This is an optimization exercise on Yosys and OpenROAD, whose aim is small area, not a production implementation.
In this exercise RTL edits were held to simulation tests only and were not proved equivalent to the original.
No activity file was given, so power comes from the tool's default toggle rates.

==> flow/design.v <==
module ADD_SUB_pre (A,B,SEL,OUT);
input [17:0] A,B;
input SEL ;
output reg [17:0] OUT;
always@(*)begin
    if(SEL==0)
OUT=A+B;
    else 
OUT=A-B;
end
endmodule
module ADD_SUB_post (A,B,CIN,SEL,OUT,CARRY_OUT);
input [47:0] A,B;
input SEL ,CIN;
output reg [47:0] OUT;
output reg CARRY_OUT;
always@(*) begin
    if(SEL==0)
{CARRY_OUT,OUT}=A+B+CIN;
    else 
{CARRY_OUT,OUT}=A-(B+CIN);
end
endmodule
module LOGIC_INPUT(D,clk,CE,Q,rst);
parameter WIDTH=1;
parameter DREG=1;
parameter RSTTYPE="SYNC";
input [WIDTH-1:0] D; 
input clk,rst,CE;
output reg [WIDTH-1:0] Q;
generate
	if(DREG) begin
			if(RSTTYPE == "SYNC") begin
				always @(posedge clk) begin
					if(CE) begin
						if (rst) begin
							Q <= 0;
						end
						else begin
							Q <= D;
						end
					end
				end
			end
			else if (RSTTYPE == "ASYNC") begin
				always @(posedge clk or posedge rst) begin
					if (rst) begin
						Q <= 0;
					end
					else if(CE) begin
						Q <= D;
					end
				end
			end
	end
	else begin
		always @(*) begin
			Q = D;
		end
	end
endgenerate
endmodule
module MUX_B (in0,in1,out);
parameter B_INPUT="DIRECT";
input [17:0]in0,in1;
output [17:0]out;
case(B_INPUT)
"DIRECT" : assign out=in0;
"CASCADE": assign out=in1;
default  : assign out=18'b0;
endcase
endmodule
module MUX_C (in0,in1,out);
parameter CARRYINSEL="OPMODE5";
input in0,in1;
output out;
case(CARRYINSEL)
"OPMODE5": assign out=in0;
"CARRYIN": assign out=in1;
default  : assign out=1'b0;
endcase
endmodule
module MUX (in0,in1,in2,in3,sel,out);
parameter INPUT_SIZE=4,
          SEL_SIZE=2,
          IO_WIDTH=48;
input      [IO_WIDTH-1:0] in0,in1,in2,in3;
input      [SEL_SIZE-1:0] sel;
output reg [IO_WIDTH-1:0] out;   
generate 
if(INPUT_SIZE==4 && SEL_SIZE==2 && IO_WIDTH==48)
always@(*)begin
case (sel)
    2'b00 :  out = in0;
    2'b01 :  out = in1;
    2'b10 :  out = in2;
    2'b11 :  out = in3;
endcase
end 
else if (INPUT_SIZE==2 && SEL_SIZE==1 && IO_WIDTH==18)
always@(*)begin
case (sel)
    1'b0 :  out = in0;
    1'b1 :  out = in1;
    default : out=in0;
endcase
end
else if (INPUT_SIZE==2 && SEL_SIZE==1 && IO_WIDTH==1)
always@(*)begin
case (sel)
    1'b0 :  out = in0;
    1'b1 :  out = in1;
    default : out=in0;
endcase
end
endgenerate    
endmodule
module TOP_MODULE(A,B,C,D,clk,CARRYIN,OPMODE,BCIN,RSTA,RSTB,RSTM,RSTP,RSTC,RSTD,RSTCARRYIN,RSTOPMODE,
                  CEA,CEB,CEM,CEP,CEC,CED,CECARRYIN,CEOPMODE, PCIN, BCOUT,PCOUT,P,M,CARRYOUT,CARRYOUTF);
parameter A0REG=0,
          A1REG=1,
          B0REG=0,
          B1REG=1,
          CREG=1,
          DREG=1,
          MREG=1,
          PREG=1,
          CARRYINREG=1,
          CARRYOUTREG=1,
          OPMODEREG=1,
          CARRYINSEL="OPMODE5",
          B_INPUT="DIRECT",
          RSTTYPE="SYNC";
input [17:0] A,B,D,BCIN;
input [47:0] C,PCIN;
input [7:0] OPMODE;
input clk,CARRYIN,RSTA,RSTB,RSTM,RSTP,RSTC,RSTD,RSTCARRYIN,
      RSTOPMODE,CEA,CEB,CEM,CEP,CEC,CED,CECARRYIN,CEOPMODE;
output [17:0]BCOUT; 
output [47:0] PCOUT,P;
output [35:0] M;
output CARRYOUT,CARRYOUTF;
wire [17:0] IN1,A1,A2,A3,B1,C1,D1,D2;
wire [47:0] G1,G2,H1,O2,CONC,EXTIN,A4;
wire [7:0]OpBUF;
wire [35:0] E1,F1;
wire IN2,A5,H2,O1,CIN;
assign CIN=A5;
MUX_B #(.B_INPUT(B_INPUT))
       M0 (B,BCIN,IN1);
LOGIC_INPUT #(.WIDTH('d18),.DREG(DREG),.RSTTYPE(RSTTYPE)) 
            M1 (D,clk,CED,A1,RSTD);
LOGIC_INPUT #(.WIDTH('d18),.DREG(B0REG),.RSTTYPE(RSTTYPE)) 
            M2 (IN1,clk,CEB,A2,RSTB);
LOGIC_INPUT #(.WIDTH('d18),.DREG(A0REG),.RSTTYPE(RSTTYPE)) 
            M3 (A,clk,CEA,A3,RSTA);  
LOGIC_INPUT #(.WIDTH('d48),.DREG(CREG),.RSTTYPE(RSTTYPE)) 
            M4 (C,clk,CEC,A4,RSTC);     
LOGIC_INPUT #(.WIDTH('d8),.DREG(OPMODEREG),.RSTTYPE(RSTTYPE))
            M5 (OPMODE,clk,CEOPMODE,OpBUF,RSTOPMODE);
ADD_SUB_pre M12 (A1,A2,OpBUF[6],B1);
MUX #(.INPUT_SIZE('d2),.SEL_SIZE('d1),.IO_WIDTH('d18))
            M13 (A2,B1,18'b0,18'b0,OpBUF[4],C1); 
LOGIC_INPUT #(.WIDTH('d18),.DREG(B1REG),.RSTTYPE(RSTTYPE)) 
            M6 (C1,clk,CEB,D1,RSTB);
LOGIC_INPUT #(.WIDTH('d18),.DREG(A1REG),.RSTTYPE(RSTTYPE)) 
            M7 (A3,clk,CEA,D2,RSTA);
assign E1= D1*D2;     
LOGIC_INPUT #(.WIDTH('d36),.DREG(MREG),.RSTTYPE(RSTTYPE)) 
            M8 (E1,clk,CEM,F1,RSTM);
assign EXTIN={12'b0,F1};
LOGIC_INPUT #(.WIDTH('d1),.DREG(CARRYINREG),.RSTTYPE(RSTTYPE)) 
            M11 (IN2,clk,CECARRYIN,A5,RSTCARRYIN);           
MUX_C #(.CARRYINSEL(CARRYINSEL)) 
            M10 (OpBUF[5],CARRYIN,IN2);
MUX #(.INPUT_SIZE('d4),.SEL_SIZE('d2),.IO_WIDTH('d48))
            M16 (48'b0,EXTIN,O2,CONC,OpBUF[1:0],G1);                      
assign CONC={D[11:0],D2,D1};
MUX #(.INPUT_SIZE('d4),.SEL_SIZE('d2),.IO_WIDTH('d48))
            M17 (48'b0,PCIN,O2,A4,OpBUF[3:2],G2);
ADD_SUB_post M15 (G2,G1,CIN,OpBUF[7],H1,H2);      
LOGIC_INPUT #(.WIDTH('d1),.DREG(CARRYOUTREG),.RSTTYPE(RSTTYPE))
            M18 (H2,clk,CECARRYIN,O1,RSTCARRYIN);
LOGIC_INPUT #(.WIDTH('d48),.DREG(PREG),.RSTTYPE(RSTTYPE))
            M19 (H1,clk,CEP,O2,RSTP);        
assign BCOUT=D1;
assign M=F1;
assign CARRYOUT=O1;
assign CARRYOUTF=O1;
assign PCOUT=O2;
assign P=O2; 
endmodule
==> flow/run.sh <==
#!/bin/bash
# synth_recipe.tcl (not shown) runs the flow's synth.tcl, then flattens the netlist and writes it again
# the make line also repeats each setting of config.mk as NAME=value (left out here)
make -C /OpenROAD-flow-scripts/flow DESIGN_CONFIG=/design/flow/config.mk WORK_HOME=/design/flow/orfs CLKGATE_MAP_FILE= SYNTH_SCRIPT=/design/flow/synth_recipe.tcl finish
==> flow/config.mk <==
export PLATFORM = sky130hd
export DESIGN_NAME = TOP_MODULE
export DESIGN_NICKNAME = TOP_MODULE
export VERILOG_FILES = /design/flow/design.v
export SDC_FILE = /design/flow/constraint.sdc
export NUM_CORES = 4
export LEC_CHECK = 0
export CAP_MARGIN = 20
export CORE_MARGIN = 2
export CORE_UTILIZATION = 40
export SLEW_MARGIN = 20
==> flow/constraint.sdc <==
create_clock -name core_clock -period 8.0 [get_ports {clk}]
set_input_delay 1.6000 -clock core_clock [delete_from_list [all_inputs] [get_ports {clk}]]
set_output_delay 1.6000 -clock core_clock [all_outputs]
set_load 0.01 [all_outputs]
==> flow_metrics.py <==
metrics = {
    "timing": {
        "worstMarginPinSlew_ns": 1.08,
        "hold_viol_final": 0,
        "fin_tns_setup_ns": 0,
        "hold_slack_ns": 0.550,
        "rsz0062_at_grt": "false",
        "finClkSkew_ns": 0.0236,
        "relSlewSlack_pct": 27.7,
        "clock.fmax_ghz": 0.134,
        "finalSetupViolCount": 0,
        "fin_crit_sh_pct": 93.3,
        "slew_viol_final": 0,
        "fin_crit_ns": 7.47,
    },
    "final_layout": {
        "final_util_pct": 46.6,
        "nNetsFinal": 4000,
        "drive_gt1_share_pct": 6.99,
        "multi_input_area_sq_um": 19500,
        "register_area_sq_um": 5890,
        "stdcell_count": 4232,
        "syn2layout_area_growth_pct": 16.0,
        "fillers": 6779,
        "finalInstanceArea_sq_um": 32500,
    },
    "synthesis": {
        "yosysTopAreaCell": "edfxtp_1",
        "synth_seq_cells": 196,
        "synth_edf_count": 196,
        "yosysMostFrequentCell": "inv_1",
        "synth_ff_type": "edfxtp_1",
        "yosysUniqueCellTypes": 96,
        "async_flop_share_pct": 0,
        "synth_cells": 3086,
        "syn_avg_cell_area_sq_um": 9.07,
        "seq_area_frac_synth_pct": 21.0,
        "ys_top_cells_by_count": "443 x inv_1, 282 x nand2_1, 267 x ha_1",
        "syn_nets": 3808,
        "yosysWarnings": 10,
        "netlist_area_sq_um": 28000,
        "synth_top_area_share_pct": 21.0,
        "synth_area_leaders": "edfxtp_1 21%, fa_1 19%, ha_1 12%",
    },
    "setup_path": {
        "crit_fanout": 15,
        "crit_chain": "nand2_1 > fa_1 > inv_1 > fa_1 > inv_1 > fa_1 > inv_1 > fa_1 > fa_1 > inv_1 > fa_1 > inv_1 > ha_1 > a21o_1 > a21o_1 > a21oi_1 > o21ai_0 > o41ai_2 > o21ai_1 > a311o_1 > a21oi_1 > xor2_1 > nor2_1",
        "crit_family": "adder cells",
        "critPathSlowestCell": "edfxtp_1",
        "arrival_ns": 7.73,
        "ff2ff_path_depth": 23,
        "timing.critical_path.to_type": "flop",
        "path_buf_inv": 5,
        "crit_cells": 23,
        "crit_path_start_kind": "flop",
        "cp_slowest_stage_delay_ns": 0.95,
        "crit_required_ns": 8.26,
        "crit_type": "flop to flop",
        "path_common_cell": "fa_1",
    },
    "die": {
        "die-area_sq_um": 72100,
        "die_width_um": 269,
        "die_h_um": 269,
        "design.core.area_sq_um": 69700,
        "io_pins": 346,
        "rows": 97,
        "initial_core_util_pct": 40.2,
    },
    "detailed_routing": {
        "drc": 0,
        "drtAntennaViolNets": 0,
        "finalWirelength_mm": 88.8,
        "drt-wirelength-per-cell_um": 21.0,
        "via_per_inst": 5.32,
        "first_iter_violations": 1502,
        "num_vias": 22500,
        "first_pass_iters": 6,
    },
    "global_route": {
        "grt_pass1_wl_mm": 135,
        "grt_antenna_before_repair": 1,
        "grt_pass1_vias": 22600,
        "overflow": 0,
        "grt_max_degree": 73,
        "grtUsageTotal_pct": 24.7,
    },
    "placed_design": {
        "place_area_sq_um": 31900,
        "io_buffers": 326,
        "place_hpwl_mm": 71.2,
        "dp_cells": 4199,
        "gp_congestion": 0.927,
    },
    "clock_tree": {
        "ctsHtreeMaxLevel": 4,
        "cts_post_setup_buffers_inserted": 0,
        "tritoncts": "done",
        "cts.reportedPaths.clkPinSlew_ns": 0.10,
        "cts_buffers": 17,
        "cts_resized": 0,
        "clockBufferDepth": 2,
        "ctsHoldBuffers": 0,
        "clk_latency_ns": 0.52,
        "cts_sinks": 196,
        "cts_root_buf": "clkbuf_16",
    },
    "flow_run": {
        "max_cap_violations": 0,
    },
    "power": {
        "power_density_nw_per_um2": 424,
        "max-vdd-ir-drop_mv": 0.854,
        "leakage_nw": 14.6,
    },
    "hold_path": {
        "hp-class": "flop to flop",
        "whs_path_depth": 1,
    },
    "status": {
        "outcome": "complete, no violations",
    },
}
## worst paths after layout
path	startpoint	end	slack [ns]
min reg2reg	M5.Q[5]	M11.Q	0.55
max	M6.Q[7]	M8.Q[34]	0.53
max reg2reg	M6.Q[7]	M8.Q[34]	0.53
min	M5.Q[5]	M11.Q	0.55
## logic make-up (layout without fill, tap and decap cells)
group	after synthesis	after routing	share of synthesized area [%]
AOI/OAI and AO/OA	560	560	14.2
xor gates and xnor gates	131	131	4.10
other	0	1	0
DFF	196	196	21.0
adders and majority gates	528	528	30.6
and+or+nand+nor	906	906	16.2
muxes	113	113	4.41
buffers and inverters	652	857	9.45
## per-layer routing
metal	part of all wire, %	track usage, %
met4	2.1	6.29
met3	4.9	2.75
met1	46	34.8
met2	47	40.6
met5	0	0
## through the flow
| stage | total power, mW | worst slack [ns] |
|---|---|---|
| after floorplan | 9.74 | 1.59 |
| after global placement | 12.7 | 0.605 |
| after detailed placement | 12.6 | 0.559 |
| after CTS | 13.7 | 0.547 |
| after global routing | 15.2 | 0.160 |
| final | 13.8 | 0.535 |
## report_power, final
part	leakage [nW]	internal (mW)	switching [mW]
Clock	0.288	0.429	0.524
Combinational	12.3	4.70	6.21
Sequential	1.95	1.56	0.340
## state kept, by name (all words and copies together), names as in the netlist
name	cells
M1.Q	18
M7.Q	18
M6.Q	18
M18.Q	1
M5.Q	8
M4.Q	48
M19.Q	48
M8.Q	36
M11.Q	1
## cell usage in the layout (no fill, tap or decap), types with 15 or more instances in the layout
cell	n
xnor2_1	86
ha_1	267
fa_1	261
nand3_1	28
o21bai_1	19
a21oi_1	149
inv_1	443
edfxtp_1	196
a22o_1	61
xor2_1	45
a31oi_1	15
nor2_1	175
nor3_1	36
clkbuf_16	17
and2_1	140
clkdlybuf4s50_1	321
and3_1	18
nor2b_1	130
a211oi_1	32
o21ai_0	59
nand2b_1	24
o21a_1	19
a22oi_1	27
nand4_1	23
mux2_2	83
buf_4	54
nand2_1	282
a21o_1	65
mux2i_1	29
## cell type report
| class | count | share of cell area, % |
|---|---|---|
| clock buffer | 17 | 1.31 |
| clock inverter | 15 | 0.566 |
| antenna | 1 | 0.00771 |
| inverter | 445 | 5.14 |
| sequential | 196 | 18.1 |
| multi-input combinational | 2238 | 60.0 |
| tap | 940 | 3.62 |
| timing repair buffer | 380 | 11.2 |

==> static timing again, ports no longer ideal <==
The results above use ideal ports. As a check the final layout listed here was re-extracted and re-timed, cells and wires unchanged.
Step 1 sets driving cells, clkbuf_16 on the clock port and buf_2 on the other inputs (assumed; they add their load-dependent delay and slew).
Step 2 moves the port delays by t, midway between the first and last clock arrival at a register: inputs arrive t later, outputs are due t later. That takes back most of the time a late clock gives input paths.
Three values: ideal ports, drivers, drivers and shift; two values: the first two.
t (ns): 0.569
slack for setup (ns): 0.535 / 0.535 / 0.535
hold WS [ns]: 0.550 / 0.550 / 0.550
After both steps this run still meets setup and hold. The setup slack of this run moves by 0.000 ns with the drivers and by 0.000 ns with both steps.
